From an optimization exercise on the open Yosys and OpenROAD flow, aimed at small area; shortcuts taken in it are not production practice.
Only simulation tests tie the RTL to the original design; equivalence was not proved. The clock port is modelled as an ideal driver; clocking choices that lean on that would not hold on a real chip.

==> inputs of wip/violet <==
==> flow/design.v <==
module Display (
    input clk,
    input rst,
    output uart_tx,
    input head,           
    input [3:0] t16,      
    input [7:0] knext,    
    input set,
    output busy
);
    localparam F_IDLE = 3'd0;
    localparam F_AA = 3'd1;     
    localparam F_BW = 3'd2;     
    localparam F_CAP = 3'd3;    
    localparam F_RDY = 3'd4;    
    localparam F_55 = 3'd5;     
    localparam F_END = 3'd6;    
    localparam C_D = 2'd0;      
    localparam C_AA = 2'd1;
    localparam C_55 = 2'd2;
    localparam C_EC = 2'd3;
    reg [2:0] fs;
    reg [7:0] d;
    reg [7:0] sendk;
    reg escd;
    reg [3:0] bc;     
    reg [1:0] csrc;
    reg tx;
    assign uart_tx = tx;
    assign busy = (fs != F_IDLE);
    wire edge16 = (t16 == 4'd15);
    wire slot_end = (t16[2:0] == 3'd7);
    wire ready = edge16 && ((bc == 4'd0) || (bc == 4'd10));
    wire [2:0] bi = bc[2:0] - 3'd1;    
    wire [7:0] ec = 8'hEC;
    wire cbit = (csrc == C_D) ? d[0] :
                (csrc == C_AA) ? bi[0] :
                (csrc == C_55) ? !bi[0] : ec[bi];
    wire special = (d == 8'hAA) || (d == 8'h55) || (d == 8'hEC);
    wire cap = (fs == F_CAP);
    wire shift = cap || (edge16 && (csrc == C_D) && (bc >= 4'd1) && (bc <= 4'd8));
    wire go = ready && ((fs == F_AA) || (fs == F_RDY) || (fs == F_55));
    always @(posedge clk) begin
        if (shift) d <= {head, d[7:1]};
    end
    always @(posedge clk) begin
        if (rst) begin
            fs <= F_IDLE;
            sendk <= 0;
            escd <= 0;
            bc <= 0;
            csrc <= C_D;
            tx <= 1;
        end else begin
            if (go) begin
                tx <= 0;
                bc <= 1;
            end else if (edge16 && bc != 0) begin
                if (bc == 4'd10) begin
                    bc <= 0;
                end else begin
                    tx <= (bc == 4'd9) ? 1'b1 : cbit;
                    bc <= bc + 1;
                end
            end
            case (fs)
                F_IDLE: if (set) fs <= F_AA;
                F_AA: if (go) begin
                    csrc <= C_AA;
                    fs <= F_BW;
                end
                F_BW: if (slot_end && knext == sendk) fs <= F_CAP;
                F_CAP: if (slot_end) fs <= F_RDY;
                F_RDY: if (go) begin
                    if (special && !escd) begin
                        csrc <= C_EC;
                        escd <= 1;
                    end else begin
                        csrc <= C_D;
                        escd <= 0;
                        sendk <= sendk + 1;
                        fs <= (sendk == 8'd255) ? F_55 : F_BW;
                    end
                end
                F_55: if (go) begin
                    csrc <= C_55;
                    fs <= F_END;
                end
                F_END: if (edge16 && bc == 4'd10) fs <= F_IDLE;
                default: fs <= F_IDLE;
            endcase
        end
    end
endmodule
module chip8 (
    input clk,
    input rst,
    output [11:0] mem_addr,
    input [7:0] mem_rdata,
    output uart_tx
);
    localparam S_F0 = 4'd0;      
    localparam S_F1 = 4'd1;      
    localparam S_EX = 4'd2;      
    localparam S_VW = 4'd3;      
    localparam S_VOP = 4'd4;     
    localparam S_DXW = 4'd5;     
    localparam S_DXL = 4'd6;     
    localparam S_DYW = 4'd7;     
    localparam S_DYL = 4'd8;     
    localparam S_RW = 4'd9;      
    localparam S_ROT = 4'd10;    
    localparam S_VFW = 4'd11;    
    localparam S_VFL = 4'd12;    
    localparam S_SHOW = 4'd13;   
    localparam S_WAIT = 4'd14;   
    reg [3:0] state;
    reg [11:0] PC;
    reg [11:0] I;
    reg [7:0] hi;
    reg [3:0] N;
    reg [5:0] x;
    reg [4:0] y;
    reg coll;
    reg carry;
    reg vclr;
    reg [3:0] t16;
    reg [7:0] kreg;
    wire [2:0] j = t16[2:0];
    wire [7:0] knext = kreg + 8'd61;
    wire slot_end = (j == 3'd7);
    reg [2047:0] scr;
    reg [127:0] vr;
    wire shead = scr[0];
    wire vhead = vr[0];
    wire [3:0] op = hi[7:4];
    wire [3:0] X = hi[3:0];
    wire [3:0] Y = mem_rdata[7:4];
    wire [5:0] dr = {1'b0, kreg[7:3]} - {1'b0, y};
    wire [6:0] dc = {1'b0, kreg[2:0], j} - {1'b0, x};
    wire inrow = !dr[5] && (dr[4:0] < {1'b0, N});
    wire incol = !dc[6] && (dc[5:3] == 3'd0);
    wire [7:0] kn1 = slot_end ? knext : kreg;
    wire [3:0] ra = kn1[6:3] - y[3:0];
    wire rot = (state == S_RW) || (state == S_ROT);
    assign mem_addr = rot ? (I + {8'd0, ra}) : PC;
    wire [2:0] bsel = (state == S_ROT) ? ~dc[2:0] : j;
    wire rbit = mem_rdata[bsel];
    wire draw = (state == S_ROT) && op[3];
    wire sbit = draw && inrow && incol && rbit;
    wire clear = (state == S_ROT) && !op[3];
    wire snew = !clear && (shead ^ sbit);
    wire vop = (state == S_VOP);
    wire cin = carry && (j != 3'd0);
    wire vsum = op[0] ? (vhead ^ rbit ^ cin) : rbit;   
    wire vnew = vclr ? 1'b0 :
                vop ? vsum :
                (state == S_VFL) ? (coll && (j == 3'd0)) :
                vhead;
    wire [3:0] want = (state == S_DYW) ? Y : (state == S_VFW) ? 4'hF : X;
    wire hit = slot_end && (knext[3:0] == want);
    wire hit0 = slot_end && (knext == 8'd0);
    wire display_busy;
    Display display (
        .clk(clk),
        .rst(rst),
        .uart_tx(uart_tx),
        .head(shead),
        .t16(t16),
        .knext(knext),
        .set(state == S_SHOW),
        .busy(display_busy)
    );
    always @(posedge clk) begin
        scr <= {snew, scr[2047:1]};
        vr <= {vnew, vr[127:1]};
    end
    always @(posedge clk) begin
        if (rst) begin
            t16 <= 0;
            kreg <= 0;
            state <= S_ROT;
            vclr <= 1;
            hi <= 0;
            PC <= 12'h200;
            I <= 0;
            N <= 0;
            x <= 0;
            y <= 0;
            coll <= 0;
            carry <= 0;
        end else begin
            t16 <= t16 + 1;
            if (slot_end) kreg <= knext;
            if (draw && inrow && incol && rbit && shead) coll <= 1;
            carry <= (vhead & rbit) | (vhead & cin) | (rbit & cin);
            case (state)
                S_F0: begin
                    PC <= PC + 1;
                    state <= S_F1;
                end
                S_F1: begin
                    hi <= mem_rdata;
                    state <= S_EX;
                end
                S_EX: begin
                    state <= S_F0;
                    case (op)
                        4'h0: begin
                            PC <= PC + 1;
                            state <= (mem_rdata[3:0] == 0) ? S_RW : S_SHOW;
                        end
                        4'h1: PC <= {X, mem_rdata};
                        4'h6, 4'h7: state <= S_VW;
                        4'hA: begin
                            I <= {X, mem_rdata};
                            PC <= PC + 1;
                        end
                        4'hD: begin
                            N <= mem_rdata[3:0];
                            coll <= 0;
                            state <= S_DXW;
                        end
                        default: PC <= PC + 1;
                    endcase
                end
                S_VW: if (hit) state <= S_VOP;
                S_VOP: if (slot_end) begin
                    PC <= PC + 1;
                    state <= S_F0;
                end
                S_DXW: if (hit) state <= S_DXL;
                S_DXL: begin
                    if (j < 6) x <= {vhead, x[5:1]};
                    if (slot_end) state <= S_DYW;
                end
                S_DYW: if (hit) state <= S_DYL;
                S_DYL: begin
                    if (j < 5) y <= {vhead, y[4:1]};
                    if (slot_end) begin
                        PC <= PC + 1;
                        state <= S_RW;
                    end
                end
                S_RW: if (hit0) state <= S_ROT;
                S_ROT: if (hit0) begin
                    vclr <= 0;
                    state <= vclr ? S_F0 : op[3] ? S_VFW : S_SHOW;
                end
                S_VFW: if (hit) state <= S_VFL;
                S_VFL: if (slot_end) state <= S_SHOW;
                S_SHOW: state <= S_WAIT;
                S_WAIT: if (!display_busy) state <= S_F0;
                default: state <= S_F0;
            endcase
        end
    end
endmodule
==> flow/run.sh <==
#!/bin/bash
# synth_recipe.tcl (not shown) runs the flow's synth.tcl, then flattens the netlist and writes it again
# the make line also repeats each setting of config.mk as NAME=value (left out here)
make -C /OpenROAD-flow-scripts/flow DESIGN_CONFIG=/design/flow/config.mk WORK_HOME=/design/flow/orfs CLKGATE_MAP_FILE= SYNTH_SCRIPT=/design/flow/synth_recipe.tcl finish
==> flow/config.mk <==
export PLATFORM = sky130hd
export DESIGN_NAME = chip8
export DESIGN_NICKNAME = chip8
export VERILOG_FILES = /design/flow/design.v
export SDC_FILE = /design/flow/constraint.sdc
export NUM_CORES = 4
export LEC_CHECK = 0
export CAP_MARGIN = 20
export CORE_MARGIN = 2
export CORE_UTILIZATION = 65
export CTS_BUF_LIST = sky130_fd_sc_hd__clkbuf_8
export SLEW_MARGIN = 20
==> flow/constraint.sdc <==
create_clock -name core_clock -period 10.0 [get_ports {clk}]
set_input_delay 2.0000 -clock core_clock [delete_from_list [all_inputs] [get_ports {clk}]]
set_output_delay 2.0000 -clock core_clock [all_outputs]
set_load 0.01 [all_outputs]
==> inputs of wip/willow, as changes to wip/violet <==
--- a/flow/config.mk
+++ b/flow/config.mk
@@ -7,6 +7,8 @@
 export LEC_CHECK = 0
 export CAP_MARGIN = 20
 export CORE_MARGIN = 2
-export CORE_UTILIZATION = 65
-export CTS_BUF_LIST = sky130_fd_sc_hd__clkbuf_8
+export CORE_UTILIZATION = 80
+export CTS_BUF_LIST = sky130_fd_sc_hd__clkbuf_16
+export CTS_CLUSTER_DIAMETER = 100
+export CTS_CLUSTER_SIZE = 32
 export SLEW_MARGIN = 20
==> inputs of wip/onyx, as changes to wip/violet <==
==> flow/design.v, changed modules only <==
module Display (
    input clk,
    input rst,
    output uart_tx,
    input head,           
    input [3:0] t16,      
    input [7:0] knext,    
    input set,
    output busy
);
    localparam F_IDLE = 3'd0;
    localparam F_AA = 3'd1;     
    localparam F_BW = 3'd2;     
    localparam F_CAP = 3'd3;    
    localparam F_RDY = 3'd4;    
    localparam F_55 = 3'd5;     
    localparam C_D = 2'd0;      
    localparam C_AA = 2'd1;
    localparam C_55 = 2'd2;
    localparam C_EC = 2'd3;
    reg [2:0] fs;
    reg [7:0] d;
    reg [7:0] sendk;
    reg [3:0] bc;
    reg [1:0] ch;     
    wire [2:0] bi = bc[2:0];
    wire [7:0] ec = 8'hEC;
    wire cbit = (ch == C_D) ? d[0] :
                (ch == C_AA) ? bi[0] :
                (ch == C_55) ? !bi[0] : ec[bi];
    assign uart_tx = bc[3] ? cbit : (bc != 4'd7);
    assign busy = (fs != F_IDLE);
    wire edge16 = (t16 == 4'd15);
    wire slot_end = (t16[2:0] == 3'd7);
    wire special = (d == 8'hAA) || (d == 8'h55) || (d == 8'hEC);
    wire shift = (fs == F_CAP) || (edge16 && (ch == C_D) && bc[3]);
    wire go = edge16 && (bc == 4'd0) && ((fs == F_AA) || (fs == F_RDY) || (fs == F_55));
    always @(posedge clk) begin
        if (shift) d <= {head, d[7:1]};
    end
    always @(posedge clk) begin
        if (rst) begin
            fs <= F_IDLE;
            sendk <= 0;
            bc <= 0;
            ch <= C_D;
        end else begin
            if (go) bc <= 4'd7;
            else if (edge16 && bc != 0) bc <= bc + 1;
            case (fs)
                F_IDLE: if (set) fs <= F_AA;
                F_AA: if (go) begin
                    ch <= C_AA;
                    fs <= F_BW;
                end
                F_BW: if (slot_end && knext == sendk) fs <= F_CAP;
                F_CAP: if (slot_end) fs <= F_RDY;
                F_RDY: if (go) begin
                    if (special && ch != C_EC) begin
                        ch <= C_EC;
                    end else begin
                        ch <= C_D;
                        sendk <= sendk + 1;
                        fs <= (sendk == 8'd255) ? F_55 : F_BW;
                    end
                end
                F_55: if (go) begin
                    ch <= C_55;
                    fs <= F_IDLE;
                end
                default: fs <= F_IDLE;
            endcase
        end
    end
endmodule
module chip8 (
    input clk,
    input rst,
    output [11:0] mem_addr,
    input [7:0] mem_rdata,
    output uart_tx
);
    localparam S_F0 = 4'd0;      
    localparam S_F1 = 4'd1;      
    localparam S_EX = 4'd2;      
    localparam S_VW = 4'd3;      
    localparam S_VOP = 4'd4;     
    localparam S_DXW = 4'd5;     
    localparam S_DXL = 4'd6;     
    localparam S_DYW = 4'd7;     
    localparam S_DYL = 4'd8;     
    localparam S_RW = 4'd9;      
    localparam S_ROT = 4'd10;    
    localparam S_VFW = 4'd11;    
    localparam S_VFL = 4'd12;    
    localparam S_SHOW = 4'd13;   
    localparam S_WAIT = 4'd14;   
    reg [3:0] state;
    reg [11:0] PC;
    reg [11:0] I;
    reg [7:0] hi;
    reg [5:0] x;
    reg [4:0] y;
    reg cf;          
    reg vclr;
    reg [3:0] t16;
    reg [7:0] kreg;
    wire [2:0] j = t16[2:0];
    wire [7:0] knext = kreg + 8'd61;
    wire slot_end = (j == 3'd7);
    reg [2047:0] scr;
    reg [127:0] vr;
    wire shead = scr[0];
    wire vhead = vr[0];
    wire [3:0] op = hi[7:4];
    wire [3:0] X = hi[3:0];
    wire [3:0] Y = mem_rdata[7:4];
    wire [5:0] dr = {1'b0, kreg[7:3]} - {1'b0, y};
    wire [6:0] dc = {1'b0, kreg[2:0], j} - {1'b0, x};
    wire inrow = !dr[5] && (dr[4:0] < {1'b0, X});    
    wire incol = !dc[6] && (dc[5:3] == 3'd0);
    wire [7:0] kn1 = slot_end ? knext : kreg;
    wire [3:0] ra = kn1[6:3] - y[3:0];
    wire rot = (state == S_RW) || (state == S_ROT);
    assign mem_addr = rot ? (I + {8'd0, ra}) : PC;
    wire [2:0] bsel = (state == S_ROT) ? ~dc[2:0] : j;
    wire rbit = mem_rdata[bsel];
    wire draw = (state == S_ROT) && op[3] && !vclr;
    wire sbit = draw && inrow && incol && rbit;
    wire clear = (state == S_ROT) && (!op[3] || vclr);
    wire snew = !clear && (shead ^ sbit);
    wire vop = (state == S_VOP);
    wire cin = cf && (j != 3'd0);
    wire vsum = op[0] ? (vhead ^ rbit ^ cin) : rbit;   
    wire vnew = vclr ? 1'b0 :
                vop ? vsum :
                (state == S_VFL) ? (cf && (j == 3'd0)) :
                vhead;
    wire [3:0] want = (state == S_DYW) ? Y : (state == S_VFW) ? 4'hF : X;
    wire hit = slot_end && (knext[3:0] == want);
    wire hit0 = slot_end && (knext == 8'd0);
    wire display_busy;
    Display display (
        .clk(clk),
        .rst(rst),
        .uart_tx(uart_tx),
        .head(shead),
        .t16(t16),
        .knext(knext),
        .set(state == S_SHOW),
        .busy(display_busy)
    );
    always @(posedge clk) begin
        scr <= {snew, scr[2047:1]};
        vr <= {vnew, vr[127:1]};
    end
    always @(posedge clk) begin
        t16 <= t16 + 1;
        if (slot_end) kreg <= knext;
        if (rst) begin
            state <= S_RW;
            vclr <= 1;
            PC <= 12'h200;
            I <= 0;
        end else begin
            if (vop) cf <= (vhead & rbit) | (vhead & cin) | (rbit & cin);
            if (sbit && shead) cf <= 1;
            case (state)
                S_F0: begin
                    PC <= PC + 1;
                    state <= S_F1;
                end
                S_F1: begin
                    hi <= mem_rdata;
                    state <= S_EX;
                end
                S_EX: begin
                    state <= S_F0;
                    case (op)
                        4'h0: begin
                            PC <= PC + 1;
                            state <= (mem_rdata[3:0] == 0) ? S_RW : S_SHOW;
                        end
                        4'h1: PC <= {X, mem_rdata};
                        4'h6, 4'h7: state <= S_VW;
                        4'hA: begin
                            I <= {X, mem_rdata};
                            PC <= PC + 1;
                        end
                        4'hD: state <= S_DXW;
                        default: PC <= PC + 1;
                    endcase
                end
                S_VW: if (hit) state <= S_VOP;
                S_VOP: if (slot_end) begin
                    PC <= PC + 1;
                    state <= S_F0;
                end
                S_DXW: if (hit) state <= S_DXL;
                S_DXL: begin
                    if (j < 6) x <= {vhead, x[5:1]};
                    if (slot_end) state <= S_DYW;
                end
                S_DYW: if (hit) state <= S_DYL;
                S_DYL: begin
                    if (j < 5) y <= {vhead, y[4:1]};
                    if (slot_end) begin
                        PC <= PC + 1;
                        hi[3:0] <= mem_rdata[3:0];   
                        cf <= 0;
                        state <= S_RW;
                    end
                end
                S_RW: if (hit0) state <= S_ROT;
                S_ROT: if (hit0) begin
                    vclr <= 0;
                    state <= vclr ? S_F0 : op[3] ? S_VFW : S_SHOW;
                end
                S_VFW: if (hit) state <= S_VFL;
                S_VFL: if (slot_end) state <= S_SHOW;
                S_SHOW: state <= S_WAIT;
                S_WAIT: if (!display_busy) state <= S_F0;
                default: state <= S_F0;
            endcase
        end
    end
endmodule
==> flow/flow/run.sh (new file) <==
#!/bin/bash
# Standard layout with two changes: port buffers use the smallest buffer cell,
# and clock tree synthesis builds larger leaf clusters of clkbuf_16 without
# dummy loads.
set -euo pipefail
export BUFFER_PORTS_ARGS="-buffer_cell sky130_fd_sc_hd__buf_1"
export CTS_ARGS="-sink_clustering_enable -repair_clock_nets -buf_list sky130_fd_sc_hd__clkbuf_16 -sink_clustering_size 32 -sink_clustering_max_diameter 100 -dont_use_dummy_load"
bash standard.sh > standard.log 2>&1
==> flow/standard.sh (new file) <==
#!/bin/bash
# synth_recipe.tcl (not shown) runs the flow's synth.tcl, then flattens the netlist and writes it again
# the make line also repeats each setting of config.mk as NAME=value (left out here)
make -C /OpenROAD-flow-scripts/flow DESIGN_CONFIG=/design/flow/config.mk WORK_HOME=/design/flow/orfs CLKGATE_MAP_FILE= SYNTH_SCRIPT=/design/flow/synth_recipe.tcl "${@:-finish}"
--- a/flow/config.mk
+++ b/flow/config.mk
@@ -8,5 +8,4 @@
 export CAP_MARGIN = 20
 export CORE_MARGIN = 2
 export CORE_UTILIZATION = 65
-export CTS_BUF_LIST = sky130_fd_sc_hd__clkbuf_8
 export SLEW_MARGIN = 20
removed: flow/run.sh
==> notes.md <==
Netlist cell types -> 66
stop err -> [ERROR DPL-0033] detailed placement checks failed during check placement.
Failed at -> clock tree synthesis
compound-gate portion of the synthesized area -> 0.0217
status -> stopped before the end
Die Span Y -> 253 µm
Num CTS Buffers -> 80
Synth Area in XOR/XNOR -> 0.00997
Post-Synthesis Cells -> 2929
Source of the figures above: wip/willow

==> notes.md <==
status -> complete, no violations
Post-Synthesis Cells -> 2929
Netlist cell types -> 66
Synth Area in XOR/XNOR -> 0.00997
compound-gate portion of the synthesized area -> 0.0217
Die Span Y -> 280 µm
number of gates resized after cts -> 0
Num CTS Buffers -> 321
Source of the figures above: wip/violet

==> notes.md <==
Die Span Y -> 279 µm
status -> complete, no violations
yosys warns -> 2
Netlist cell types -> 72
Post-Synthesis Cells -> 2807
fillers -> 4657
Num CTS Buffers -> 80
Source of the figures above: wip/onyx

## re-timing with driven ports
Ports are ideal in the flow. The routed layouts listed here were re-timed in OpenROAD.
Step 1 assumes that a clkbuf_16 drives the clock port and a buf_2 every other input.
Step 2 also shifts input and output timing later by t, the mid clock arrival at the registers, as if the neighbouring blocks saw the same clock.
a / b / c = ideal ports / drivers / drivers and shift; a / b = the first two.
| run | shift t [ns] | setup slack, ns | worst setup path at the end | worst register clock-pin slew, ns |
|---|---|---|---|---|
| wip/violet | 0.924 | 2.445 / 2.384 / 3.309 | register to output | 0.07 / 0.07 |
| wip/onyx | 0.699 | 2.564 / 2.499 / 3.198 | register to output | 0.12 / 0.12 |
After both steps setup and hold are still met in every run listed.
